This design comes from an exercise in tuning for small area on the open sky130 flow, not from production work. No functional check of the RTL was part of any run shown here.

==> design/flow/design.v <==
module clz24(x, n);
  input [23:0] x;
  output reg [4:0] n;
  integer i;
  always @(*) begin
    n = 5'd0;
    for (i = 0; i < 24; i = i + 1)
      if (x[i]) n = 5'd23 - i;
  end
endmodule
module add7(a, b, s);
  input [6:0] a, b;
  output [6:0] s;
  wire [6:0] g0 = a & b, p0 = a | b, x = a ^ b;
  wire [6:0] g1 = g0 | (p0 & {g0[5:0], 1'b0}), p1 = p0 & {p0[5:0], 1'b0};
  wire [6:0] g2 = g1 | (p1 & {g1[4:0], 2'b00}), p2 = p1 & {p1[4:0], 2'b00};
  wire [6:0] g3 = g2 | (p2 & {g2[2:0], 4'b0000});
  assign s = x ^ {g3[5:0], 1'b0};
endmodule
module qsel4(y, d, q);
  input [6:0] y;
  input [2:0] d;
  output [2:0] q;
  wire signed [6:0] ys = y;
  reg ge2, gem1;
  always @(*) begin
    case (d)
      3'd0: begin ge2 = ys >= 7'sd12; gem1 = ys >= -7'sd13; end
      3'd1: begin ge2 = ys >= 7'sd14; gem1 = ys >= -7'sd15; end
      3'd2: begin ge2 = ys >= 7'sd15; gem1 = ys >= -7'sd16; end
      3'd3: begin ge2 = ys >= 7'sd16; gem1 = ys >= -7'sd17; end
      3'd4, 3'd5: begin ge2 = ys >= 7'sd19; gem1 = ys >= -7'sd20; end
      default: begin ge2 = ys >= 7'sd22; gem1 = ys >= -7'sd23; end
    endcase
  end
  wire ge1 = d[2] ? (ys >= 7'sd6) : (ys >= 7'sd4);
  wire ge0 = d[2] ? (ys >= -7'sd7) : (ys >= -7'sd5);
  assign q[2] = ge1;
  assign q[1] = ge2 | ~gem1;
  assign q[0] = (ge1 & ~ge2) | (gem1 & ~ge0);
endmodule
module div(clk, div_a, div_b, div_z);
  input clk;
  input [31:0] div_a;
  input [31:0] div_b;
  output [31:0] div_z;
  wire [0:0] sign_1 = div_a[31] ^ div_b[31];
  wire a_e0 = div_a[30:23] == 8'd0, a_e1 = div_a[30:23] == 8'hff, a_f0 = div_a[22:0] == 23'd0;
  wire b_e0 = div_b[30:23] == 8'd0, b_e1 = div_b[30:23] == 8'hff, b_f0 = div_b[22:0] == 23'd0;
  wire a_nan = a_e1 & ~a_f0, a_inf = a_e1 & a_f0, a_zero = a_e0 & a_f0;
  wire b_nan = b_e1 & ~b_f0, b_inf = b_e1 & b_f0, b_zero = b_e0 & b_f0;
  wire nan_o = a_nan | b_nan | (a_inf & b_inf) | (a_zero & b_zero);
  wire inf_o = ~nan_o & ~b_inf & (a_inf | b_zero);
  wire zero_o = ~nan_o & ~inf_o & (b_inf | a_zero);
  wire [1:0] code = {inf_o | zero_o, nan_o | zero_o};
  wire [4:0] clz_a, clz_b;
  clz24 u_clz_a (.x({~a_e0, div_a[22:0]}), .n(clz_a));
  clz24 u_clz_b (.x({~b_e0, div_b[22:0]}), .n(clz_b));
  wire [23:0] xa = {~a_e0, div_a[22:0]} << clz_a;
  wire [23:0] xb = {~b_e0, div_b[22:0]} << clz_b;
  wire [22:0] x_2 = xa[22:0];
  wire [22:0] d_3 = xb[22:0];
  wire [9:0] ediff = ({2'b00, div_a[30:24], div_a[23] | a_e0} - {5'd0, clz_a}) - ({2'b00, div_b[30:24], div_b[23] | b_e0} - {5'd0, clz_b});
  wire [9:0] e_4 = (code == 2'b00) ? ediff : {8'b01111100, code};
  reg [0:0] s1_sign;
  always @(posedge clk) s1_sign <= sign_1;
  reg [22:0] s1_x;
  always @(posedge clk) s1_x <= x_2;
  reg [22:0] s1_d;
  always @(posedge clk) s1_d <= d_3;
  reg [9:0] s1_e;
  always @(posedge clk) s1_e <= e_4;
  wire [6:0] y_5 = {4'b0001, s1_x[22:20]};
  wire [2:0] qsel_6;   
  qsel4 u_qsel_6 (.y(y_5), .d(s1_d[22:20]), .q(qsel_6));
  wire pos_7 = qsel_6[2];
  wire [26:0] dn_8 = {4'b0001, s1_d};
  wire [26:0] mag_9 = ({27{qsel_6[1]}} & {dn_8[25:0], 1'b0}) | ({27{qsel_6[0]}} & dn_8);
  wire [26:0] A_10 = mag_9 ^ {27{pos_7}};
  wire [26:0] ps_11 = {4'b0001, s1_x};
  wire [26:0] ws_12 = ~(ps_11 ^ A_10);
  wire [26:0] wc_13 = ~{ps_11[25:0] & A_10[25:0], pos_7};
  wire [0:0] qd_14 = qsel_6[1];
  wire [6:0] y_15;
  add7 u_y_15 (.a(~ws_12[24:18]), .b(~wc_13[24:18]), .s(y_15));
  wire [2:0] qsel_16;   
  qsel4 u_qsel_16 (.y(y_15), .d(s1_d[22:20]), .q(qsel_16));
  reg [0:0] s2_sign;
  always @(posedge clk) s2_sign <= s1_sign;
  reg [22:0] s2_d;
  always @(posedge clk) s2_d <= s1_d;
  reg [9:0] s2_e;
  always @(posedge clk) s2_e <= s1_e;
  reg [26:0] s2_ws;
  always @(posedge clk) s2_ws <= ws_12;
  reg [26:0] s2_wc;
  always @(posedge clk) s2_wc <= wc_13;
  reg [0:0] s2_qd;
  always @(posedge clk) s2_qd <= qd_14;
  reg [2:0] s2_qs;
  always @(posedge clk) s2_qs <= qsel_16;
  wire pos_17 = s2_qs[2];
  wire [26:0] dn_18 = {4'b0001, s2_d};
  wire [26:0] mag_19 = ({27{s2_qs[1]}} & {dn_18[25:0], 1'b0}) | ({27{s2_qs[0]}} & dn_18);
  wire [26:0] A_20 = mag_19 ^ {27{pos_17}};
  wire [26:0] ps_21 = ~{s2_ws[24:0], 2'b11};
  wire [26:0] pc_22 = ~{s2_wc[24:0], 2'b11};
  wire [26:0] ws_23 = ~(ps_21 ^ pc_22 ^ A_20);
  wire [26:0] mj_24 = (ps_21 & pc_22) | (ps_21 & A_20) | (pc_22 & A_20);
  wire [26:0] wc_25 = ~{mj_24[25:0], pos_17};
  wire [3:0] qd_26 = {s2_qd, {~s2_qs[2], s2_qs[1], s2_qs[0]}};
  wire [6:0] y_27;
  add7 u_y_27 (.a(~ws_23[24:18]), .b(~wc_25[24:18]), .s(y_27));
  wire [2:0] qsel_28;   
  qsel4 u_qsel_28 (.y(y_27), .d(s2_d[22:20]), .q(qsel_28));
  wire pos_29 = qsel_28[2];
  wire [26:0] dn_30 = {4'b0001, s2_d};
  wire [26:0] mag_31 = ({27{qsel_28[1]}} & {dn_30[25:0], 1'b0}) | ({27{qsel_28[0]}} & dn_30);
  wire [26:0] A_32 = mag_31 ^ {27{pos_29}};
  wire [26:0] ps_33 = ~{ws_23[24:0], 2'b11};
  wire [26:0] pc_34 = ~{wc_25[24:0], 2'b11};
  wire [26:0] ws_35 = ~(ps_33 ^ pc_34 ^ A_32);
  wire [26:0] mj_36 = (ps_33 & pc_34) | (ps_33 & A_32) | (pc_34 & A_32);
  wire [26:0] wc_37 = ~{mj_36[25:0], pos_29};
  wire [6:0] qd_38 = {qd_26, {~qsel_28[2], qsel_28[1], qsel_28[0]}};
  reg [0:0] s3_sign;
  always @(posedge clk) s3_sign <= s2_sign;
  reg [22:0] s3_d;
  always @(posedge clk) s3_d <= s2_d;
  reg [9:0] s3_e;
  always @(posedge clk) s3_e <= s2_e;
  reg [26:0] s3_ws;
  always @(posedge clk) s3_ws <= ws_35;
  reg [26:0] s3_wc;
  always @(posedge clk) s3_wc <= wc_37;
  reg [6:0] s3_qd;
  always @(posedge clk) s3_qd <= qd_38;
  wire [6:0] y_39;
  add7 u_y_39 (.a(~s3_ws[24:18]), .b(~s3_wc[24:18]), .s(y_39));
  wire [2:0] qsel_40;   
  qsel4 u_qsel_40 (.y(y_39), .d(s3_d[22:20]), .q(qsel_40));
  wire pos_41 = qsel_40[2];
  wire [26:0] dn_42 = {4'b0001, s3_d};
  wire [26:0] mag_43 = ({27{qsel_40[1]}} & {dn_42[25:0], 1'b0}) | ({27{qsel_40[0]}} & dn_42);
  wire [26:0] A_44 = mag_43 ^ {27{pos_41}};
  wire [26:0] ps_45 = ~{s3_ws[24:0], 2'b11};
  wire [26:0] pc_46 = ~{s3_wc[24:0], 2'b11};
  wire [26:0] ws_47 = ~(ps_45 ^ pc_46 ^ A_44);
  wire [26:0] mj_48 = (ps_45 & pc_46) | (ps_45 & A_44) | (pc_46 & A_44);
  wire [26:0] wc_49 = ~{mj_48[25:0], pos_41};
  wire [9:0] qd_50 = {s3_qd, {~qsel_40[2], qsel_40[1], qsel_40[0]}};
  wire [6:0] y_51;
  add7 u_y_51 (.a(~ws_47[24:18]), .b(~wc_49[24:18]), .s(y_51));
  reg [0:0] s4_sign;
  always @(posedge clk) s4_sign <= s3_sign;
  reg [22:0] s4_d;
  always @(posedge clk) s4_d <= s3_d;
  reg [9:0] s4_e;
  always @(posedge clk) s4_e <= s3_e;
  reg [26:0] s4_ws;
  always @(posedge clk) s4_ws <= ws_47;
  reg [26:0] s4_wc;
  always @(posedge clk) s4_wc <= wc_49;
  reg [9:0] s4_qd;
  always @(posedge clk) s4_qd <= qd_50;
  reg [6:0] s4_y;
  always @(posedge clk) s4_y <= y_51;
  wire [2:0] qsel_52;   
  qsel4 u_qsel_52 (.y(s4_y), .d(s4_d[22:20]), .q(qsel_52));
  wire pos_53 = qsel_52[2];
  wire [26:0] dn_54 = {4'b0001, s4_d};
  wire [26:0] mag_55 = ({27{qsel_52[1]}} & {dn_54[25:0], 1'b0}) | ({27{qsel_52[0]}} & dn_54);
  wire [26:0] A_56 = mag_55 ^ {27{pos_53}};
  wire [26:0] ps_57 = ~{s4_ws[24:0], 2'b11};
  wire [26:0] pc_58 = ~{s4_wc[24:0], 2'b11};
  wire [26:0] ws_59 = ~(ps_57 ^ pc_58 ^ A_56);
  wire [26:0] mj_60 = (ps_57 & pc_58) | (ps_57 & A_56) | (pc_58 & A_56);
  wire [26:0] wc_61 = ~{mj_60[25:0], pos_53};
  wire [12:0] qd_62 = {s4_qd, {~qsel_52[2], qsel_52[1], qsel_52[0]}};
  wire [6:0] y_63;
  add7 u_y_63 (.a(~ws_59[24:18]), .b(~wc_61[24:18]), .s(y_63));
  wire [2:0] qsel_64;   
  qsel4 u_qsel_64 (.y(y_63), .d(s4_d[22:20]), .q(qsel_64));
  reg [0:0] s5_sign;
  always @(posedge clk) s5_sign <= s4_sign;
  reg [22:0] s5_d;
  always @(posedge clk) s5_d <= s4_d;
  reg [9:0] s5_e;
  always @(posedge clk) s5_e <= s4_e;
  reg [26:0] s5_ws;
  always @(posedge clk) s5_ws <= ws_59;
  reg [26:0] s5_wc;
  always @(posedge clk) s5_wc <= wc_61;
  reg [12:0] s5_qd;
  always @(posedge clk) s5_qd <= qd_62;
  reg [2:0] s5_qs;
  always @(posedge clk) s5_qs <= qsel_64;
  wire pos_65 = s5_qs[2];
  wire [26:0] dn_66 = {4'b0001, s5_d};
  wire [26:0] mag_67 = ({27{s5_qs[1]}} & {dn_66[25:0], 1'b0}) | ({27{s5_qs[0]}} & dn_66);
  wire [26:0] A_68 = mag_67 ^ {27{pos_65}};
  wire [26:0] ps_69 = ~{s5_ws[24:0], 2'b11};
  wire [26:0] pc_70 = ~{s5_wc[24:0], 2'b11};
  wire [26:0] ws_71 = ~(ps_69 ^ pc_70 ^ A_68);
  wire [26:0] mj_72 = (ps_69 & pc_70) | (ps_69 & A_68) | (pc_70 & A_68);
  wire [26:0] wc_73 = ~{mj_72[25:0], pos_65};
  wire [15:0] qd_74 = {s5_qd, {~s5_qs[2], s5_qs[1], s5_qs[0]}};
  wire [6:0] y_75;
  add7 u_y_75 (.a(~ws_71[24:18]), .b(~wc_73[24:18]), .s(y_75));
  wire [2:0] qsel_76;   
  qsel4 u_qsel_76 (.y(y_75), .d(s5_d[22:20]), .q(qsel_76));
  wire pos_77 = qsel_76[2];
  wire [26:0] dn_78 = {4'b0001, s5_d};
  wire [26:0] mag_79 = ({27{qsel_76[1]}} & {dn_78[25:0], 1'b0}) | ({27{qsel_76[0]}} & dn_78);
  wire [26:0] A_80 = mag_79 ^ {27{pos_77}};
  wire [26:0] ps_81 = ~{ws_71[24:0], 2'b11};
  wire [26:0] pc_82 = ~{wc_73[24:0], 2'b11};
  wire [26:0] ws_83 = ~(ps_81 ^ pc_82 ^ A_80);
  wire [26:0] mj_84 = (ps_81 & pc_82) | (ps_81 & A_80) | (pc_82 & A_80);
  wire [26:0] wc_85 = ~{mj_84[25:0], pos_77};
  wire [18:0] qd_86 = {qd_74, {~qsel_76[2], qsel_76[1], qsel_76[0]}};
  reg [0:0] s6_sign;
  always @(posedge clk) s6_sign <= s5_sign;
  reg [22:0] s6_d;
  always @(posedge clk) s6_d <= s5_d;
  reg [9:0] s6_e;
  always @(posedge clk) s6_e <= s5_e;
  reg [26:0] s6_ws;
  always @(posedge clk) s6_ws <= ws_83;
  reg [26:0] s6_wc;
  always @(posedge clk) s6_wc <= wc_85;
  reg [18:0] s6_qd;
  always @(posedge clk) s6_qd <= qd_86;
  wire [6:0] y_87;
  add7 u_y_87 (.a(~s6_ws[24:18]), .b(~s6_wc[24:18]), .s(y_87));
  wire [2:0] qsel_88;   
  qsel4 u_qsel_88 (.y(y_87), .d(s6_d[22:20]), .q(qsel_88));
  wire pos_89 = qsel_88[2];
  wire [26:0] dn_90 = {4'b0001, s6_d};
  wire [26:0] mag_91 = ({27{qsel_88[1]}} & {dn_90[25:0], 1'b0}) | ({27{qsel_88[0]}} & dn_90);
  wire [26:0] A_92 = mag_91 ^ {27{pos_89}};
  wire [26:0] ps_93 = ~{s6_ws[24:0], 2'b11};
  wire [26:0] pc_94 = ~{s6_wc[24:0], 2'b11};
  wire [26:0] ws_95 = ~(ps_93 ^ pc_94 ^ A_92);
  wire [26:0] mj_96 = (ps_93 & pc_94) | (ps_93 & A_92) | (pc_94 & A_92);
  wire [26:0] wc_97 = ~{mj_96[25:0], pos_89};
  wire [21:0] qd_98 = {s6_qd, {~qsel_88[2], qsel_88[1], qsel_88[0]}};
  wire [6:0] y_99;
  add7 u_y_99 (.a(~ws_95[24:18]), .b(~wc_97[24:18]), .s(y_99));
  reg [0:0] s7_sign;
  always @(posedge clk) s7_sign <= s6_sign;
  reg [22:0] s7_d;
  always @(posedge clk) s7_d <= s6_d;
  reg [9:0] s7_e;
  always @(posedge clk) s7_e <= s6_e;
  reg [26:0] s7_ws;
  always @(posedge clk) s7_ws <= ws_95;
  reg [26:0] s7_wc;
  always @(posedge clk) s7_wc <= wc_97;
  reg [21:0] s7_qd;
  always @(posedge clk) s7_qd <= qd_98;
  reg [6:0] s7_y;
  always @(posedge clk) s7_y <= y_99;
  wire [2:0] qsel_100;   
  qsel4 u_qsel_100 (.y(s7_y), .d(s7_d[22:20]), .q(qsel_100));
  wire pos_101 = qsel_100[2];
  wire [26:0] dn_102 = {4'b0001, s7_d};
  wire [26:0] mag_103 = ({27{qsel_100[1]}} & {dn_102[25:0], 1'b0}) | ({27{qsel_100[0]}} & dn_102);
  wire [26:0] A_104 = mag_103 ^ {27{pos_101}};
  wire [26:0] ps_105 = ~{s7_ws[24:0], 2'b11};
  wire [26:0] pc_106 = ~{s7_wc[24:0], 2'b11};
  wire [26:0] ws_107 = ~(ps_105 ^ pc_106 ^ A_104);
  wire [26:0] mj_108 = (ps_105 & pc_106) | (ps_105 & A_104) | (pc_106 & A_104);
  wire [26:0] wc_109 = ~{mj_108[25:0], pos_101};
  wire [24:0] qd_110 = {s7_qd, {~qsel_100[2], qsel_100[1], qsel_100[0]}};
  wire [6:0] y_111;
  add7 u_y_111 (.a(~ws_107[24:18]), .b(~wc_109[24:18]), .s(y_111));
  wire [2:0] qsel_112;   
  qsel4 u_qsel_112 (.y(y_111), .d(s7_d[22:20]), .q(qsel_112));
  reg [0:0] s8_sign;
  always @(posedge clk) s8_sign <= s7_sign;
  reg [22:0] s8_d;
  always @(posedge clk) s8_d <= s7_d;
  reg [9:0] s8_e;
  always @(posedge clk) s8_e <= s7_e;
  reg [26:0] s8_ws;
  always @(posedge clk) s8_ws <= ws_107;
  reg [26:0] s8_wc;
  always @(posedge clk) s8_wc <= wc_109;
  reg [24:0] s8_qd;
  always @(posedge clk) s8_qd <= qd_110;
  reg [2:0] s8_qs;
  always @(posedge clk) s8_qs <= qsel_112;
  wire pos_113 = s8_qs[2];
  wire [26:0] dn_114 = {4'b0001, s8_d};
  wire [26:0] mag_115 = ({27{s8_qs[1]}} & {dn_114[25:0], 1'b0}) | ({27{s8_qs[0]}} & dn_114);
  wire [26:0] A_116 = mag_115 ^ {27{pos_113}};
  wire [26:0] ps_117 = ~{s8_ws[24:0], 2'b11};
  wire [26:0] pc_118 = ~{s8_wc[24:0], 2'b11};
  wire [26:0] ws_119 = ~(ps_117 ^ pc_118 ^ A_116);
  wire [26:0] mj_120 = (ps_117 & pc_118) | (ps_117 & A_116) | (pc_118 & A_116);
  wire [26:0] wc_121 = ~{mj_120[25:0], pos_113};
  wire [27:0] qd_122 = {s8_qd, {~s8_qs[2], s8_qs[1], s8_qs[0]}};
  wire [6:0] y_123;
  add7 u_y_123 (.a(~ws_119[24:18]), .b(~wc_121[24:18]), .s(y_123));
  wire [2:0] qsel_124;   
  qsel4 u_qsel_124 (.y(y_123), .d(s8_d[22:20]), .q(qsel_124));
  wire pos_125 = qsel_124[2];
  wire [26:0] dn_126 = {4'b0001, s8_d};
  wire [26:0] mag_127 = ({27{qsel_124[1]}} & {dn_126[25:0], 1'b0}) | ({27{qsel_124[0]}} & dn_126);
  wire [26:0] A_128 = mag_127 ^ {27{pos_125}};
  wire [26:0] ps_129 = ~{ws_119[24:0], 2'b11};
  wire [26:0] pc_130 = ~{wc_121[24:0], 2'b11};
  wire [26:0] ws_131 = ~(ps_129 ^ pc_130 ^ A_128);
  wire [26:0] mj_132 = (ps_129 & pc_130) | (ps_129 & A_128) | (pc_130 & A_128);
  wire [26:0] wc_133 = ~{mj_132[25:0], pos_125};
  wire [30:0] qd_134 = {qd_122, {~qsel_124[2], qsel_124[1], qsel_124[0]}};
  reg [0:0] s9_sign;
  always @(posedge clk) s9_sign <= s8_sign;
  reg [22:0] s9_d;
  always @(posedge clk) s9_d <= s8_d;
  reg [9:0] s9_e;
  always @(posedge clk) s9_e <= s8_e;
  reg [26:0] s9_ws;
  always @(posedge clk) s9_ws <= ws_131;
  reg [26:0] s9_wc;
  always @(posedge clk) s9_wc <= wc_133;
  reg [30:0] s9_qd;
  always @(posedge clk) s9_qd <= qd_134;
  wire [6:0] y_135;
  add7 u_y_135 (.a(~s9_ws[24:18]), .b(~s9_wc[24:18]), .s(y_135));
  wire [2:0] qsel_136;   
  qsel4 u_qsel_136 (.y(y_135), .d(s9_d[22:20]), .q(qsel_136));
  wire pos_137 = qsel_136[2];
  wire [26:0] dn_138 = {4'b0001, s9_d};
  wire [26:0] mag_139 = ({27{qsel_136[1]}} & {dn_138[25:0], 1'b0}) | ({27{qsel_136[0]}} & dn_138);
  wire [26:0] A_140 = mag_139 ^ {27{pos_137}};
  wire [26:0] ps_141 = ~{s9_ws[24:0], 2'b11};
  wire [26:0] pc_142 = ~{s9_wc[24:0], 2'b11};
  wire [26:0] ws_143 = ~(ps_141 ^ pc_142 ^ A_140);
  wire [26:0] mj_144 = (ps_141 & pc_142) | (ps_141 & A_140) | (pc_142 & A_140);
  wire [26:0] wc_145 = ~{mj_144[25:0], pos_137};
  wire [33:0] qd_146 = {s9_qd, {~qsel_136[2], qsel_136[1], qsel_136[0]}};
  wire [6:0] y_147;
  add7 u_y_147 (.a(~ws_143[24:18]), .b(~wc_145[24:18]), .s(y_147));
  reg [0:0] s10_sign;
  always @(posedge clk) s10_sign <= s9_sign;
  reg [22:0] s10_d;
  always @(posedge clk) s10_d <= s9_d;
  reg [9:0] s10_e;
  always @(posedge clk) s10_e <= s9_e;
  reg [26:0] s10_ws;
  always @(posedge clk) s10_ws <= ws_143;
  reg [26:0] s10_wc;
  always @(posedge clk) s10_wc <= wc_145;
  reg [33:0] s10_qd;
  always @(posedge clk) s10_qd <= qd_146;
  reg [6:0] s10_y;
  always @(posedge clk) s10_y <= y_147;
  wire [2:0] qsel_148;   
  qsel4 u_qsel_148 (.y(s10_y), .d(s10_d[22:20]), .q(qsel_148));
  wire pos_149 = qsel_148[2];
  wire [26:0] dn_150 = {4'b0001, s10_d};
  wire [26:0] mag_151 = ({27{qsel_148[1]}} & {dn_150[25:0], 1'b0}) | ({27{qsel_148[0]}} & dn_150);
  wire [26:0] A_152 = mag_151 ^ {27{pos_149}};
  wire [26:0] ps_153 = ~{s10_ws[24:0], 2'b11};
  wire [26:0] pc_154 = ~{s10_wc[24:0], 2'b11};
  wire [26:0] ws_155 = ~(ps_153 ^ pc_154 ^ A_152);
  wire [26:0] mj_156 = (ps_153 & pc_154) | (ps_153 & A_152) | (pc_154 & A_152);
  wire [26:0] wc_157 = ~{mj_156[25:0], pos_149};
  wire [36:0] qd_158 = {s10_qd, {~qsel_148[2], qsel_148[1], qsel_148[0]}};
  wire [6:0] y_159;
  add7 u_y_159 (.a(~ws_155[24:18]), .b(~wc_157[24:18]), .s(y_159));
  wire [2:0] qsel_160;   
  qsel4 u_qsel_160 (.y(y_159), .d(s10_d[22:20]), .q(qsel_160));
  reg [0:0] s11_sign;
  always @(posedge clk) s11_sign <= s10_sign;
  reg [22:0] s11_d;
  always @(posedge clk) s11_d <= s10_d;
  reg [9:0] s11_e;
  always @(posedge clk) s11_e <= s10_e;
  reg [26:0] s11_ws;
  always @(posedge clk) s11_ws <= ws_155;
  reg [26:0] s11_wc;
  always @(posedge clk) s11_wc <= wc_157;
  reg [36:0] s11_qd;
  always @(posedge clk) s11_qd <= qd_158;
  reg [2:0] s11_qs;
  always @(posedge clk) s11_qs <= qsel_160;
  wire pos_161 = s11_qs[2];
  wire [26:0] dn_162 = {4'b0001, s11_d};
  wire [26:0] mag_163 = ({27{s11_qs[1]}} & {dn_162[25:0], 1'b0}) | ({27{s11_qs[0]}} & dn_162);
  wire [26:0] A_164 = mag_163 ^ {27{pos_161}};
  wire [26:0] ps_165 = ~{s11_ws[24:0], 2'b11};
  wire [26:0] pc_166 = ~{s11_wc[24:0], 2'b11};
  wire [26:0] ws_167 = ~(ps_165 ^ pc_166 ^ A_164);
  wire [26:0] mj_168 = (ps_165 & pc_166) | (ps_165 & A_164) | (pc_166 & A_164);
  wire [26:0] wc_169 = ~{mj_168[25:0], pos_161};
  wire [39:0] qd_170 = {s11_qd, {~s11_qs[2], s11_qs[1], s11_qs[0]}};
  wire [26:0] ra_171 = ~ws_167;
  wire [26:0] rb_172 = ~wc_169;
  wire [26:0] rem_173 = ra_171 + rb_172;
  wire [0:0] nz_174 = (ra_171 ^ rb_172) != {ra_171[25:0] | rb_172[25:0], 1'b0};
  wire [27:0] qp_175 = {qd_170[39], ~qd_170[39], qd_170[37:36] & {2{~qd_170[38]}}, qd_170[34:33] & {2{~qd_170[35]}}, qd_170[31:30] & {2{~qd_170[32]}}, qd_170[28:27] & {2{~qd_170[29]}}, qd_170[25:24] & {2{~qd_170[26]}}, qd_170[22:21] & {2{~qd_170[23]}}, qd_170[19:18] & {2{~qd_170[20]}}, qd_170[16:15] & {2{~qd_170[17]}}, qd_170[13:12] & {2{~qd_170[14]}}, qd_170[10:9] & {2{~qd_170[11]}}, qd_170[7:6] & {2{~qd_170[8]}}, qd_170[4:3] & {2{~qd_170[5]}}, qd_170[1:0] & {2{~qd_170[2]}}};
  wire [27:0] qn_176 = {2'b00, qd_170[37:36] & {2{qd_170[38]}}, qd_170[34:33] & {2{qd_170[35]}}, qd_170[31:30] & {2{qd_170[32]}}, qd_170[28:27] & {2{qd_170[29]}}, qd_170[25:24] & {2{qd_170[26]}}, qd_170[22:21] & {2{qd_170[23]}}, qd_170[19:18] & {2{qd_170[20]}}, qd_170[16:15] & {2{qd_170[17]}}, qd_170[13:12] & {2{qd_170[14]}}, qd_170[10:9] & {2{qd_170[11]}}, qd_170[7:6] & {2{qd_170[8]}}, qd_170[4:3] & {2{qd_170[5]}}, qd_170[1:0] & {2{qd_170[2]}}};
  wire [26:0] q_177 = qp_175[26:0] - qn_176[26:0];
  wire [0:0] qneg_178 = rem_173[26];
  reg [0:0] s12_sign;
  always @(posedge clk) s12_sign <= s11_sign;
  reg [9:0] s12_e;
  always @(posedge clk) s12_e <= s11_e;
  reg [0:0] s12_nz;
  always @(posedge clk) s12_nz <= nz_174;
  reg [26:0] s12_q;
  always @(posedge clk) s12_q <= q_177;
  reg [0:0] s12_qneg;
  always @(posedge clk) s12_qneg <= qneg_178;
  wire [26:0] qc_179 = s12_q - {26'd0, s12_qneg};
  wire under = $signed(s12_e) < -10'sd126;
  wire [9:0] sh = -10'sd126 - s12_e;
  wire [4:0] sha = (sh[9:5] != 5'd0) ? 5'd31 : sh[4:0];
  wire norm = ~under & ~qc_179[26] & (s12_e != -10'sd126);
  wire [26:0] q2 = under ? (qc_179 >> sha) : norm ? {qc_179[25:0], 1'b0} : qc_179;
  wire [9:0] e1 = under ? -10'sd126 : norm ? s12_e - 10'd1 : s12_e;
  wire up = q2[2] & (q2[1] | q2[0] | s12_nz | q2[3]);
  wire [24:0] mr = {1'b0, q2[26:3]} + {24'd0, up};
  wire [9:0] field = mr[24] ? e1 + 10'd128 : mr[23] ? e1 + 10'd127 : 10'd0;
  wire ovf = ~field[9] & (field[8] | (&field[7:0]));
  wire [1:0] code_180 = (s12_e[9:4] == 6'b011111) ? s12_e[1:0] : 2'b00;
  wire [31:0] z_181 = (code_180 == 2'b01) ? {s12_sign, 31'h7fc00000} : ((code_180 == 2'b10) | ((code_180 == 2'b00) & ovf)) ? {s12_sign, 31'h7f800000} : (code_180 == 2'b11) ? {s12_sign, 31'd0} : {s12_sign, field[7:0], mr[22:0]};
  reg [31:0] s13_z;
  always @(posedge clk) s13_z <= z_181;
  reg [31:0] zd1;
  always @(posedge clk) zd1 <= s13_z;
  reg [31:0] zd2;
  always @(posedge clk) zd2 <= zd1;
  reg [31:0] zd3;
  always @(posedge clk) zd3 <= zd2;
  reg [31:0] zd4;
  always @(posedge clk) zd4 <= zd3;
  reg [31:0] zd5;
  always @(posedge clk) zd5 <= zd4;
  reg [31:0] zd6;
  always @(posedge clk) zd6 <= zd5;
  reg [31:0] zd7;
  always @(posedge clk) zd7 <= zd6;
  reg [31:0] zd8;
  always @(posedge clk) zd8 <= zd7;
  reg [31:0] zd9;
  always @(posedge clk) zd9 <= zd8;
  reg [31:0] zd10;
  always @(posedge clk) zd10 <= zd9;
  reg [31:0] zd11;
  always @(posedge clk) zd11 <= zd10;
  reg [31:0] zd12;
  always @(posedge clk) zd12 <= zd11;
  reg [31:0] zd13;
  always @(posedge clk) zd13 <= zd12;
  reg [31:0] zd14;
  always @(posedge clk) zd14 <= zd13;
  reg [31:0] zd15;
  always @(posedge clk) zd15 <= zd14;
  reg [31:0] zd16;
  always @(posedge clk) zd16 <= zd15;
  reg [31:0] zd17;
  always @(posedge clk) zd17 <= zd16;
  reg [31:0] zd18;
  always @(posedge clk) zd18 <= zd17;
  reg [31:0] zd19;
  always @(posedge clk) zd19 <= zd18;
  reg [31:0] zd20;
  always @(posedge clk) zd20 <= zd19;
  reg [31:0] zd21;
  always @(posedge clk) zd21 <= zd20;
  reg [31:0] zd22;
  always @(posedge clk) zd22 <= zd21;
  reg [31:0] zd23;
  always @(posedge clk) zd23 <= zd22;
  assign div_z = zd23;
endmodule
==> design/flow/run.sh <==
#!/bin/bash
# synth_recipe.tcl (not shown) runs the flow's synth.tcl, then flattens the netlist and writes it again
# the make line also repeats each setting of config.mk as NAME=value (left out here)
make -C /OpenROAD-flow-scripts/flow DESIGN_CONFIG=/design/flow/config.mk WORK_HOME=/design/flow/orfs CLKGATE_MAP_FILE= SYNTH_SCRIPT=/design/flow/synth_recipe.tcl finish
==> design/flow/config.mk <==
export PLATFORM = sky130hd
export DESIGN_NAME = div
export DESIGN_NICKNAME = div
export VERILOG_FILES = /design/flow/design.v
export SDC_FILE = /design/flow/constraint.sdc
export NUM_CORES = 4
export LEC_CHECK = 0
export ABC_AREA = 1
export CAP_MARGIN = 20
export CORE_MARGIN = 2
export CORE_UTILIZATION = 40
export CTS_BUF_LIST = sky130_fd_sc_hd__clkbuf_8
export CTS_CLUSTER_DIAMETER = 80
export CTS_CLUSTER_SIZE = 18
export SLEW_MARGIN = 20
==> design/flow/constraint.sdc <==
create_clock -name core_clock -period 6.5 [get_ports {clk}]
set_input_delay 1.3000 -clock core_clock [delete_from_list [all_inputs] [get_ports {clk}]]
set_output_delay 1.3000 -clock core_clock [all_outputs]
set_load 0.01 [all_outputs]
==> flow_summary.toml, run 1 <==
[status]
status = "finished clean"

[worst_setup_path]
setup.worst_path.end_class = "flop"
crit_fanout = 17
path_class = "reg2reg"
reg2reg_depth = 33
start_kind = "flop"
rr_startpoint = "s6_ws[19]"
r2r_slack_ns = 0.61
r2r_end = "s7_y[6]"
critPathSlowestCell = "fa_1"
cp_data_arrival_time_ns = 6.69
cp_common_cell = "nor2_1"
slowest_delay_ns = 0.52
cp.required_ns = 7.31

[floorplan]
row_count = 152
die_y_microns = 418.2
die_w_microns = 418.2
initial_core_util_pct = 40.13
core-area_sq_um = 171000
die-area_sq_um = 174900
num_io_pins = 97

[place]
dpl.cell_count = 9003
place_congestion = 0.8944
io_buffers = 96
hpwlAfterDp_mm = 110.4

[timing]
hold_viol_final = 0
fin_setup_tns_ns = 0
slew_violations = 0
grt_setup_unrepaired = "no"
hold_slack_ns = 0.2749
timing.final.crit_period_ns = 5.886
setup_viol = 0
tightestPinTransition_ns = 0.8256
fmax_mhz = 169.9
timing.slew.headroom_pct = 44.83
fin_crit_sh_pct = 90.55
finClkSkew_ns = 0.06595

[clock_tree]
clock-sinks = 1885
cts_root_buffer = "clkbuf_8"
worstSkewPairLatency_ns = 0.88
ctsHtreeMaxLevel = 3
cts_tree = "built"
clock_path_buffers = 3
cts_buffers = 121
clkSlewWorstSetupHoldPaths_ns = 0.11

[hold_path]
hp-start = "s10_qd[19]"
hold_path_class = "reg2reg"
min_to = "s11_qd[22]"
min_path_cells = 0

[synth]
synth-main-ff-cell = "dfxtp_1"
synth_area_leaders = "dfxtp_1 (55%), fa_1 (8.1%), xor2_1 (5.3%)"
syn_area_per_cell_sq_um = 10.19
ys_types = 71
seq_area_frac_synth_pct = 55.00
synth_top_area_share_pct = 55.00
syn_inst = 6733
synthArstFlopShare_pct = 0
synth-edff-count = 0
ys_ff_latch = 1885
ys_warn_count = 3
synth_top_cell_by_area = "dfxtp_1"
syn-cell-area_sq_um = 68620

[grt]
grt-ovfl-total = 0
antenna_found_initial = 3
first_global_vias = 41890
grt_max_degree = 37
grt_use_total_pct = 15.81
grt_first_pass_wirelength_mm = 223.5

[routing]
drt-total-wl_mm = 139.3
drc = 0
num_vias = 42490
vias_per_cell = 4.639
drt_iter0_markers = 2708
wl_per_cell_microns = 15.21
ant_nets = 0
first_pass_iters = 6

[layout]
fillers = 16270
largest_register_ff_count = 37
reg_top3 = "s11_qd: 37 flops, s10_qd: 34 flops"
final_cell_mix = "dfxtp_1 (1885), inv_1 (976), nand2_1 (830)"
largest_register = "s11_qd"
drive_gt1_share_pct = 4.970
synthToLayoutAreaGrowth_pct = 8.590
final_cells = 9159
layout_commonest_cell = "dfxtp_1"
nets = 7509

[run]
cap_violations = 0
how the worst max path moves through the flow:
stage	from	end	depth (start not counted)
after floorplan	s9_ws[18]	s10_y[6]	34
after global placement	s9_ws[18]	s10_y[6]	35
after detailed placement	s3_ws[18]	s4_y[6]	27
after CTS	s3_ws[18]	s4_y[6]	27
after global routing	s9_ws[19]	s10_y[6]	38
final	s6_ws[19]	s7_y[6]	33
critical path, delay by kind of cell (launching register included):
family | cells | cell delay (ns)
DFF | 1 | 0.40
buffers and inverters | 4 | 0.51
adders and majority gates | 5 | 1.57
AOI/OAI and AO/OA | 9 | 1.31
and+or+nand+nor | 10 | 1.06
xor gates and xnor gates | 5 | 1.00
synth_stat cells (all sizes together), types with 27 or more instances:
library cell / number
a22oi: 28
o22ai: 269
nand2: 843
fa: 276
o211ai: 39
nor2: 415
clkbuf: 108
a21oi: 158
xnor2: 75
nand4: 62
nand3: 291
dfxtp: 1885
buf: 44
nor3: 70
xor2: 419
ha: 275
inv: 983
o21ai: 255
or2: 27
per-layer routing:
metal | GRT usage (%) | share of wire, % | vias to the layer above
met5 | 0 | 0 | -
met2 | 26.74 | 46 | 901
li1 | - | - | 21650
met4 | 5.207 | 2.8 | 0
met1 | 20.82 | 47 | 19740
met3 | 2.099 | 4.1 | 204
area by class of cell:
type / instances / area, sq um / area share, %
inverter: 993 / 3732 / 5.009
clock inverter: 29 / 412.9 / 0.5541
clock buffer: 122 / 1679 / 2.254
tap: 2233 / 2794 / 3.750
timing repair buffer: 188 / 1652 / 2.217
antenna: 5 / 12.51 / 0.01679
multi-input combinational: 3704 / 26490 / 35.55
sequential: 1885 / 37740 / 50.65
through the flow:
stage | utilization [%] | setup slack, ns | area (sq um)
global route | 43.57 | 0.03374 | 74500
floorplan | - | 0.8490 | 68620
global placement | 42.34 | 0.6290 | 72390
CTS | 43.56 | 0.5070 | 74480
finish | 43.58 | 0.6143 | 74510
detailed placement | 42.34 | 0.5407 | 72390
cell families (layout without fill, tap and decap cells):
kind of cell | count (synthesis) | in the layout | synth area share, %
simple gates | 1744 | 1744 | 11.00
buf+inv | 1145 | 1332 | 6.441
flops | 1885 | 1885 | 55.00
xor+xnor | 494 | 494 | 6.306
compound gates | 887 | 887 | 7.801
mux | 26 | 26 | 0.3793
other cells | 1 | 7 | 0.005465
fa+ha+maj | 551 | 551 | 13.07
timing repair:
item,in CTS,in global routing
hold buffers,0,0
buffers inserted,0,0
resized for setup,0,3
setup endpoints to repair,0,2
==> inputs of run 2 (changes only) <==
--- a/design/flow/design.v
+++ b/design/flow/design.v
@@ -9,12 +9,8 @@
   end
 endmodule
-module add7(a, b, s);
+module add7n(a, b, s);
   input [6:0] a, b;
   output [6:0] s;
-  wire [6:0] g0 = a & b, p0 = a | b, x = a ^ b;
-  wire [6:0] g1 = g0 | (p0 & {g0[5:0], 1'b0}), p1 = p0 & {p0[5:0], 1'b0};
-  wire [6:0] g2 = g1 | (p1 & {g1[4:0], 2'b00}), p2 = p1 & {p1[4:0], 2'b00};
-  wire [6:0] g3 = g2 | (p2 & {g2[2:0], 4'b0000});
-  assign s = x ^ {g3[5:0], 1'b0};
+  assign s = ~(a + b + 7'd1);
 endmodule
 module qsel4(y, d, q);
@@ -60,5 +56,5 @@
   wire [23:0] xb = {~b_e0, div_b[22:0]} << clz_b;
   wire [22:0] x_2 = xa[22:0];
-  wire [22:0] d_3 = xb[22:0];
+  wire [22:0] d_3 = ~xb[22:0];
   wire [9:0] ediff = ({2'b00, div_a[30:24], div_a[23] | a_e0} - {5'd0, clz_a}) - ({2'b00, div_b[30:24], div_b[23] | b_e0} - {5'd0, clz_b});
   wire [9:0] e_4 = (code == 2'b00) ? ediff : {8'b01111100, code};
@@ -73,7 +69,7 @@
   wire [6:0] y_5 = {4'b0001, s1_x[22:20]};
   wire [2:0] qsel_6;   
-  qsel4 u_qsel_6 (.y(y_5), .d(s1_d[22:20]), .q(qsel_6));
+  qsel4 u_qsel_6 (.y(y_5), .d(~s1_d[22:20]), .q(qsel_6));
   wire pos_7 = qsel_6[2];
-  wire [26:0] dn_8 = {4'b0001, s1_d};
+  wire [26:0] dn_8 = {4'b0001, ~s1_d};
   wire [26:0] mag_9 = ({27{qsel_6[1]}} & {dn_8[25:0], 1'b0}) | ({27{qsel_6[0]}} & dn_8);
   wire [26:0] A_10 = mag_9 ^ {27{pos_7}};
@@ -83,7 +79,7 @@
   wire [0:0] qd_14 = qsel_6[1];
   wire [6:0] y_15;
-  add7 u_y_15 (.a(~ws_12[24:18]), .b(~wc_13[24:18]), .s(y_15));
+  add7n u_y_15 (.a(ws_12[24:18]), .b(wc_13[24:18]), .s(y_15));
   wire [2:0] qsel_16;   
-  qsel4 u_qsel_16 (.y(y_15), .d(s1_d[22:20]), .q(qsel_16));
+  qsel4 u_qsel_16 (.y(y_15), .d(~s1_d[22:20]), .q(qsel_16));
   reg [0:0] s2_sign;
   always @(posedge clk) s2_sign <= s1_sign;
@@ -101,5 +97,5 @@
   always @(posedge clk) s2_qs <= qsel_16;
   wire pos_17 = s2_qs[2];
-  wire [26:0] dn_18 = {4'b0001, s2_d};
+  wire [26:0] dn_18 = {4'b0001, ~s2_d};
   wire [26:0] mag_19 = ({27{s2_qs[1]}} & {dn_18[25:0], 1'b0}) | ({27{s2_qs[0]}} & dn_18);
   wire [26:0] A_20 = mag_19 ^ {27{pos_17}};
@@ -111,9 +107,9 @@
   wire [3:0] qd_26 = {s2_qd, {~s2_qs[2], s2_qs[1], s2_qs[0]}};
   wire [6:0] y_27;
-  add7 u_y_27 (.a(~ws_23[24:18]), .b(~wc_25[24:18]), .s(y_27));
+  add7n u_y_27 (.a(ws_23[24:18]), .b(wc_25[24:18]), .s(y_27));
   wire [2:0] qsel_28;   
-  qsel4 u_qsel_28 (.y(y_27), .d(s2_d[22:20]), .q(qsel_28));
+  qsel4 u_qsel_28 (.y(y_27), .d(~s2_d[22:20]), .q(qsel_28));
   wire pos_29 = qsel_28[2];
-  wire [26:0] dn_30 = {4'b0001, s2_d};
+  wire [26:0] dn_30 = {4'b0001, ~s2_d};
   wire [26:0] mag_31 = ({27{qsel_28[1]}} & {dn_30[25:0], 1'b0}) | ({27{qsel_28[0]}} & dn_30);
   wire [26:0] A_32 = mag_31 ^ {27{pos_29}};
@@ -137,9 +133,9 @@
   always @(posedge clk) s3_qd <= qd_38;
   wire [6:0] y_39;
-  add7 u_y_39 (.a(~s3_ws[24:18]), .b(~s3_wc[24:18]), .s(y_39));
+  add7n u_y_39 (.a(s3_ws[24:18]), .b(s3_wc[24:18]), .s(y_39));
   wire [2:0] qsel_40;   
-  qsel4 u_qsel_40 (.y(y_39), .d(s3_d[22:20]), .q(qsel_40));
+  qsel4 u_qsel_40 (.y(y_39), .d(~s3_d[22:20]), .q(qsel_40));
   wire pos_41 = qsel_40[2];
-  wire [26:0] dn_42 = {4'b0001, s3_d};
+  wire [26:0] dn_42 = {4'b0001, ~s3_d};
   wire [26:0] mag_43 = ({27{qsel_40[1]}} & {dn_42[25:0], 1'b0}) | ({27{qsel_40[0]}} & dn_42);
   wire [26:0] A_44 = mag_43 ^ {27{pos_41}};
@@ -151,5 +147,5 @@
   wire [9:0] qd_50 = {s3_qd, {~qsel_40[2], qsel_40[1], qsel_40[0]}};
   wire [6:0] y_51;
-  add7 u_y_51 (.a(~ws_47[24:18]), .b(~wc_49[24:18]), .s(y_51));
+  add7n u_y_51 (.a(ws_47[24:18]), .b(wc_49[24:18]), .s(y_51));
   reg [0:0] s4_sign;
   always @(posedge clk) s4_sign <= s3_sign;
@@ -167,7 +163,7 @@
   always @(posedge clk) s4_y <= y_51;
   wire [2:0] qsel_52;   
-  qsel4 u_qsel_52 (.y(s4_y), .d(s4_d[22:20]), .q(qsel_52));
+  qsel4 u_qsel_52 (.y(s4_y), .d(~s4_d[22:20]), .q(qsel_52));
   wire pos_53 = qsel_52[2];
-  wire [26:0] dn_54 = {4'b0001, s4_d};
+  wire [26:0] dn_54 = {4'b0001, ~s4_d};
   wire [26:0] mag_55 = ({27{qsel_52[1]}} & {dn_54[25:0], 1'b0}) | ({27{qsel_52[0]}} & dn_54);
   wire [26:0] A_56 = mag_55 ^ {27{pos_53}};
@@ -179,7 +175,7 @@
   wire [12:0] qd_62 = {s4_qd, {~qsel_52[2], qsel_52[1], qsel_52[0]}};
   wire [6:0] y_63;
-  add7 u_y_63 (.a(~ws_59[24:18]), .b(~wc_61[24:18]), .s(y_63));
+  add7n u_y_63 (.a(ws_59[24:18]), .b(wc_61[24:18]), .s(y_63));
   wire [2:0] qsel_64;   
-  qsel4 u_qsel_64 (.y(y_63), .d(s4_d[22:20]), .q(qsel_64));
+  qsel4 u_qsel_64 (.y(y_63), .d(~s4_d[22:20]), .q(qsel_64));
   reg [0:0] s5_sign;
   always @(posedge clk) s5_sign <= s4_sign;
@@ -197,5 +193,5 @@
   always @(posedge clk) s5_qs <= qsel_64;
   wire pos_65 = s5_qs[2];
-  wire [26:0] dn_66 = {4'b0001, s5_d};
+  wire [26:0] dn_66 = {4'b0001, ~s5_d};
   wire [26:0] mag_67 = ({27{s5_qs[1]}} & {dn_66[25:0], 1'b0}) | ({27{s5_qs[0]}} & dn_66);
   wire [26:0] A_68 = mag_67 ^ {27{pos_65}};
@@ -207,9 +203,9 @@
   wire [15:0] qd_74 = {s5_qd, {~s5_qs[2], s5_qs[1], s5_qs[0]}};
   wire [6:0] y_75;
-  add7 u_y_75 (.a(~ws_71[24:18]), .b(~wc_73[24:18]), .s(y_75));
+  add7n u_y_75 (.a(ws_71[24:18]), .b(wc_73[24:18]), .s(y_75));
   wire [2:0] qsel_76;   
-  qsel4 u_qsel_76 (.y(y_75), .d(s5_d[22:20]), .q(qsel_76));
+  qsel4 u_qsel_76 (.y(y_75), .d(~s5_d[22:20]), .q(qsel_76));
   wire pos_77 = qsel_76[2];
-  wire [26:0] dn_78 = {4'b0001, s5_d};
+  wire [26:0] dn_78 = {4'b0001, ~s5_d};
   wire [26:0] mag_79 = ({27{qsel_76[1]}} & {dn_78[25:0], 1'b0}) | ({27{qsel_76[0]}} & dn_78);
   wire [26:0] A_80 = mag_79 ^ {27{pos_77}};
@@ -233,9 +229,9 @@
   always @(posedge clk) s6_qd <= qd_86;
   wire [6:0] y_87;
-  add7 u_y_87 (.a(~s6_ws[24:18]), .b(~s6_wc[24:18]), .s(y_87));
+  add7n u_y_87 (.a(s6_ws[24:18]), .b(s6_wc[24:18]), .s(y_87));
   wire [2:0] qsel_88;   
-  qsel4 u_qsel_88 (.y(y_87), .d(s6_d[22:20]), .q(qsel_88));
+  qsel4 u_qsel_88 (.y(y_87), .d(~s6_d[22:20]), .q(qsel_88));
   wire pos_89 = qsel_88[2];
-  wire [26:0] dn_90 = {4'b0001, s6_d};
+  wire [26:0] dn_90 = {4'b0001, ~s6_d};
   wire [26:0] mag_91 = ({27{qsel_88[1]}} & {dn_90[25:0], 1'b0}) | ({27{qsel_88[0]}} & dn_90);
   wire [26:0] A_92 = mag_91 ^ {27{pos_89}};
@@ -247,5 +243,5 @@
   wire [21:0] qd_98 = {s6_qd, {~qsel_88[2], qsel_88[1], qsel_88[0]}};
   wire [6:0] y_99;
-  add7 u_y_99 (.a(~ws_95[24:18]), .b(~wc_97[24:18]), .s(y_99));
+  add7n u_y_99 (.a(ws_95[24:18]), .b(wc_97[24:18]), .s(y_99));
   reg [0:0] s7_sign;
   always @(posedge clk) s7_sign <= s6_sign;
@@ -263,7 +259,7 @@
   always @(posedge clk) s7_y <= y_99;
   wire [2:0] qsel_100;   
-  qsel4 u_qsel_100 (.y(s7_y), .d(s7_d[22:20]), .q(qsel_100));
+  qsel4 u_qsel_100 (.y(s7_y), .d(~s7_d[22:20]), .q(qsel_100));
   wire pos_101 = qsel_100[2];
-  wire [26:0] dn_102 = {4'b0001, s7_d};
+  wire [26:0] dn_102 = {4'b0001, ~s7_d};
   wire [26:0] mag_103 = ({27{qsel_100[1]}} & {dn_102[25:0], 1'b0}) | ({27{qsel_100[0]}} & dn_102);
   wire [26:0] A_104 = mag_103 ^ {27{pos_101}};
@@ -275,7 +271,7 @@
   wire [24:0] qd_110 = {s7_qd, {~qsel_100[2], qsel_100[1], qsel_100[0]}};
   wire [6:0] y_111;
-  add7 u_y_111 (.a(~ws_107[24:18]), .b(~wc_109[24:18]), .s(y_111));
+  add7n u_y_111 (.a(ws_107[24:18]), .b(wc_109[24:18]), .s(y_111));
   wire [2:0] qsel_112;   
-  qsel4 u_qsel_112 (.y(y_111), .d(s7_d[22:20]), .q(qsel_112));
+  qsel4 u_qsel_112 (.y(y_111), .d(~s7_d[22:20]), .q(qsel_112));
   reg [0:0] s8_sign;
   always @(posedge clk) s8_sign <= s7_sign;
@@ -293,5 +289,5 @@
   always @(posedge clk) s8_qs <= qsel_112;
   wire pos_113 = s8_qs[2];
-  wire [26:0] dn_114 = {4'b0001, s8_d};
+  wire [26:0] dn_114 = {4'b0001, ~s8_d};
   wire [26:0] mag_115 = ({27{s8_qs[1]}} & {dn_114[25:0], 1'b0}) | ({27{s8_qs[0]}} & dn_114);
   wire [26:0] A_116 = mag_115 ^ {27{pos_113}};
@@ -303,9 +299,9 @@
   wire [27:0] qd_122 = {s8_qd, {~s8_qs[2], s8_qs[1], s8_qs[0]}};
   wire [6:0] y_123;
-  add7 u_y_123 (.a(~ws_119[24:18]), .b(~wc_121[24:18]), .s(y_123));
+  add7n u_y_123 (.a(ws_119[24:18]), .b(wc_121[24:18]), .s(y_123));
   wire [2:0] qsel_124;   
-  qsel4 u_qsel_124 (.y(y_123), .d(s8_d[22:20]), .q(qsel_124));
+  qsel4 u_qsel_124 (.y(y_123), .d(~s8_d[22:20]), .q(qsel_124));
   wire pos_125 = qsel_124[2];
-  wire [26:0] dn_126 = {4'b0001, s8_d};
+  wire [26:0] dn_126 = {4'b0001, ~s8_d};
   wire [26:0] mag_127 = ({27{qsel_124[1]}} & {dn_126[25:0], 1'b0}) | ({27{qsel_124[0]}} & dn_126);
   wire [26:0] A_128 = mag_127 ^ {27{pos_125}};
@@ -329,9 +325,9 @@
   always @(posedge clk) s9_qd <= qd_134;
   wire [6:0] y_135;
-  add7 u_y_135 (.a(~s9_ws[24:18]), .b(~s9_wc[24:18]), .s(y_135));
+  add7n u_y_135 (.a(s9_ws[24:18]), .b(s9_wc[24:18]), .s(y_135));
   wire [2:0] qsel_136;   
-  qsel4 u_qsel_136 (.y(y_135), .d(s9_d[22:20]), .q(qsel_136));
+  qsel4 u_qsel_136 (.y(y_135), .d(~s9_d[22:20]), .q(qsel_136));
   wire pos_137 = qsel_136[2];
-  wire [26:0] dn_138 = {4'b0001, s9_d};
+  wire [26:0] dn_138 = {4'b0001, ~s9_d};
   wire [26:0] mag_139 = ({27{qsel_136[1]}} & {dn_138[25:0], 1'b0}) | ({27{qsel_136[0]}} & dn_138);
   wire [26:0] A_140 = mag_139 ^ {27{pos_137}};
@@ -343,5 +339,5 @@
   wire [33:0] qd_146 = {s9_qd, {~qsel_136[2], qsel_136[1], qsel_136[0]}};
   wire [6:0] y_147;
-  add7 u_y_147 (.a(~ws_143[24:18]), .b(~wc_145[24:18]), .s(y_147));
+  add7n u_y_147 (.a(ws_143[24:18]), .b(wc_145[24:18]), .s(y_147));
   reg [0:0] s10_sign;
   always @(posedge clk) s10_sign <= s9_sign;
@@ -359,7 +355,7 @@
   always @(posedge clk) s10_y <= y_147;
   wire [2:0] qsel_148;   
-  qsel4 u_qsel_148 (.y(s10_y), .d(s10_d[22:20]), .q(qsel_148));
+  qsel4 u_qsel_148 (.y(s10_y), .d(~s10_d[22:20]), .q(qsel_148));
   wire pos_149 = qsel_148[2];
-  wire [26:0] dn_150 = {4'b0001, s10_d};
+  wire [26:0] dn_150 = {4'b0001, ~s10_d};
   wire [26:0] mag_151 = ({27{qsel_148[1]}} & {dn_150[25:0], 1'b0}) | ({27{qsel_148[0]}} & dn_150);
   wire [26:0] A_152 = mag_151 ^ {27{pos_149}};
@@ -371,7 +367,7 @@
   wire [36:0] qd_158 = {s10_qd, {~qsel_148[2], qsel_148[1], qsel_148[0]}};
   wire [6:0] y_159;
-  add7 u_y_159 (.a(~ws_155[24:18]), .b(~wc_157[24:18]), .s(y_159));
+  add7n u_y_159 (.a(ws_155[24:18]), .b(wc_157[24:18]), .s(y_159));
   wire [2:0] qsel_160;   
-  qsel4 u_qsel_160 (.y(y_159), .d(s10_d[22:20]), .q(qsel_160));
+  qsel4 u_qsel_160 (.y(y_159), .d(~s10_d[22:20]), .q(qsel_160));
   reg [0:0] s11_sign;
   always @(posedge clk) s11_sign <= s10_sign;
@@ -389,5 +385,5 @@
   always @(posedge clk) s11_qs <= qsel_160;
   wire pos_161 = s11_qs[2];
-  wire [26:0] dn_162 = {4'b0001, s11_d};
+  wire [26:0] dn_162 = {4'b0001, ~s11_d};
   wire [26:0] mag_163 = ({27{s11_qs[1]}} & {dn_162[25:0], 1'b0}) | ({27{s11_qs[0]}} & dn_162);
   wire [26:0] A_164 = mag_163 ^ {27{pos_161}};
--- a/design/flow/config.mk
+++ b/design/flow/config.mk
@@ -9,7 +9,8 @@
 export CAP_MARGIN = 20
 export CORE_MARGIN = 2
-export CORE_UTILIZATION = 40
+export CORE_UTILIZATION = 55
 export CTS_BUF_LIST = sky130_fd_sc_hd__clkbuf_8
 export CTS_CLUSTER_DIAMETER = 80
 export CTS_CLUSTER_SIZE = 18
+export PLACE_DENSITY = 0.7
 export SLEW_MARGIN = 20
==> run 2 against run 1 <==
Still clean on timing, DRC and antenna; via count is 0.80% lower; cell count is 9.7% lower; die area is 29% lower; first-iteration DRC count is 5.7% lower.
==> flow_summary.toml, run 2 <==
[synth]
ys_ff_latch = 1885
synth-adder-area-share_pct = 12.61
synth_top_cell_by_area = "dfxtp_1"
synth_compound_area_share_pct = 8.674
ys_warn_count = 3
synth_top_area_share_pct = 56.20
synth-main-ff-cell = "dfxtp_1"
syn_inst = 6487
syn-cell-area_sq_um = 67150
synth_common_cells = "dfxtp_1 (1885), nand2_1 (858), inv_1 (712)"
synth-edff-count = 0
synth.most_common_cell = "dfxtp_1"
syn_area_per_cell_sq_um = 10.35
yosys.area_share.simple_pct = 10.96
seq_area_frac_synth_pct = 56.20
synthArstFlopShare_pct = 0
synth_area_leaders = "dfxtp_1 (56%), fa_1 (8.2%), xor2_1 (5.4%)"
synth_top_family_by_area = "adder cells"
ys_types = 69
synth.area.mux_share_pct = 0.1193
synth-xor-area-share_pct = 6.339

[timing]
fin_crit_sh_pct = 91.00
setup_viol = 0
fin_setup_tns_ns = 0
fmax_mhz = 169.1
finClkSkew_ns = 0.06013
tightestPinTransition_ns = 0.8446
hold_slack_ns = 0.2914
grt_setup_unrepaired = "no"
timing.final.crit_period_ns = 5.915
hold_viol_final = 0
slew_violations = 0
timing.slew.headroom_pct = 43.49

[clock_tree]
cts_buffers = 118
ctsHtreeMaxLevel = 3
cts_tree = "built"
cts_root_buffer = "clkbuf_8"
cts_setup_buffers = 0
worstSkewPairLatency_ns = 0.88
clock-sinks = 1885
clock_path_buffers = 3
clkSlewWorstSetupHoldPaths_ns = 0.11

[layout]
reg_top3 = "s11_qd: 37 flops, s10_qd: 34 flops"
utilization_pct = 59.42
final_cell_mix = "dfxtp_1 (1884), nand2_1 (858), inv_1 (713)"
synthToLayoutAreaGrowth_pct = 7.431
layout_commonest_cell = "dfxtp_1"
fillers = 10310
nets = 7203
largest_register_ff_count = 37
largest_register = "s11_qd"
multiInputGateArea_sq_um = 26010
ff_latch_area_sq_um = 37740
drive_gt1_share_pct = 4.471

[place]
place_congestion = 0.9248
io_buffers = 96
hpwlAfterDp_mm = 103.3

[routing]
vias_per_cell = 5.097
drt-total-wl_mm = 132.1
drt_iter0_markers = 2554
wl_per_cell_microns = 15.98
num_vias = 42150
first_pass_iters = 5
ant_nets = 0
drc = 0

[worst_setup_path]
path_class = "reg2reg"
start_kind = "flop"
crit_fanout = 17
critPathSlowestCell = "a221oi_1"
cp_common_cell = "nand2_1"
cp.required_ns = 7.31
cp_data_arrival_time_ns = 6.72
setup.worst_path.end_class = "flop"
slowest_delay_ns = 0.42

[status]
status = "finished clean"

[floorplan]
die_y_microns = 353.4
row_count = 128
num_io_pins = 97
initial_core_util_pct = 55.31
die_w_microns = 353.4
die-area_sq_um = 124900
core-area_sq_um = 121400

[grt]
first_global_vias = 41580
antenna_found_initial = 1
grt-ovfl-total = 0
grt_first_pass_wirelength_mm = 214.0
grt_use_total_pct = 21.04
grt_max_degree = 47

[hold_path]
hold_path_class = "reg2reg"

[run]
cap_violations = 0
==> run 2: changes by cell type after synthesis, moves of 14 or more <==
cell,change
o21bai_1,-14
nand2_1,+28
mux2i_1,-18
ha_1,-40
inv_1,-261
o21ai_0,+56
nand3_1,-27
a31oi_1,+14
==> run 2: final cells by class <==
| class | count | share of cell area (%) |
|---|---|---|
| Inverter | 733 | 3.814 |
| Sequential cell | 1885 | 52.31 |
| Clock inverter | 18 | 0.4926 |
| Tap cell | 1625 | 2.819 |
| Clock buffer | 118 | 2.251 |
| Multi-Input combinational cell | 3707 | 36.06 |
| Timing Repair Buffer | 182 | 2.244 |
| Antenna cell | 2 | 0.006938 |
==> run 2: cells by family (layout without fill, tap and decap cells) <==
logic type	count (synthesis)	after routing
buffers and inverters	895	1051
adders and majority gates	511	511
other	1	3
muxes	8	8
DFF	1885	1885
AOI/OAI and AO/OA	973	973
and+or+nand+nor	1728	1728
xor gates and xnor gates	486	486
==> run 2: worst max-delay path: cells and delay by family, from the launching register on <==
kind	cells	cell delay [ns]
xor gates and xnor gates	5	0.98
adders and majority gates	5	1.46
buffers and inverters	4	0.65
DFF	1	0.40
AOI/OAI and AO/OA	8	1.63
and+or+nand+nor	7	0.74
==> run 2: worst paths after layout <==
| path | start | end | slack, ns | cells after the start |
|---|---|---|---|---|
| worst min register to register | s8_qd[4] | s9_qd[10] | 0.29 | 0 |
| worst max register to register | s3_ws[19] | s4_y[6] | 0.59 | 29 |
| worst max-delay path | s3_ws[19] | s4_y[6] | 0.59 | 29 |
| worst min-delay path | s8_qd[4] | s9_qd[10] | 0.29 | 0 |
==> run 2: layer usage <==
layer	track usage [%]	routed length, microns
met5	0	0
met4	9.209	5281
met1	25.68	56740
met3	2.501	4915
met2	37.39	65190
==> run 2: repair_timing <==
item | CTS | global route
gates resized for setup | 0 | 3
hold buffers | 0 | 0
setup endpoints to repair | 0 | 3
==> run 2: stage by stage <==
step                instances  setup slack [ns]  area (sq um)
global placement         8132            0.4985         70130
global route             8270          0.006962         72140
finish                   8270            0.5852         72140
floorplan                6487            0.6503         67150
detailed placement       8132            0.4715         70130
CTS                      8268            0.4379         72110

==> separate check: timing with driven ports <==
How much do the figures lean on ideal ports? The routed layouts below were timed once more, with nothing changed but the port constraints.
Step 1 assumes that a clkbuf_16 drives the clock port and a buf_2 every other input.
Step 2 adds t to the input delays and takes it off the output delays; t is the mean of the earliest and latest rising clock arrival at the registers after step 1. Input paths then give back, and output paths get back, about the clock's delay inside the block.
Three values: ideal ports, drivers, drivers and shift; two values: the first two.
run	t (ns)	setup slack, ns	worst setup path at the end	worst slew at a driven data input, ns
run 1	0.929	0.614 / 0.614 / 0.614	register to register	0.04
run 2	0.933	0.585 / 0.585 / 0.585	register to register	0.08
After both steps setup and hold are still met in every run listed.
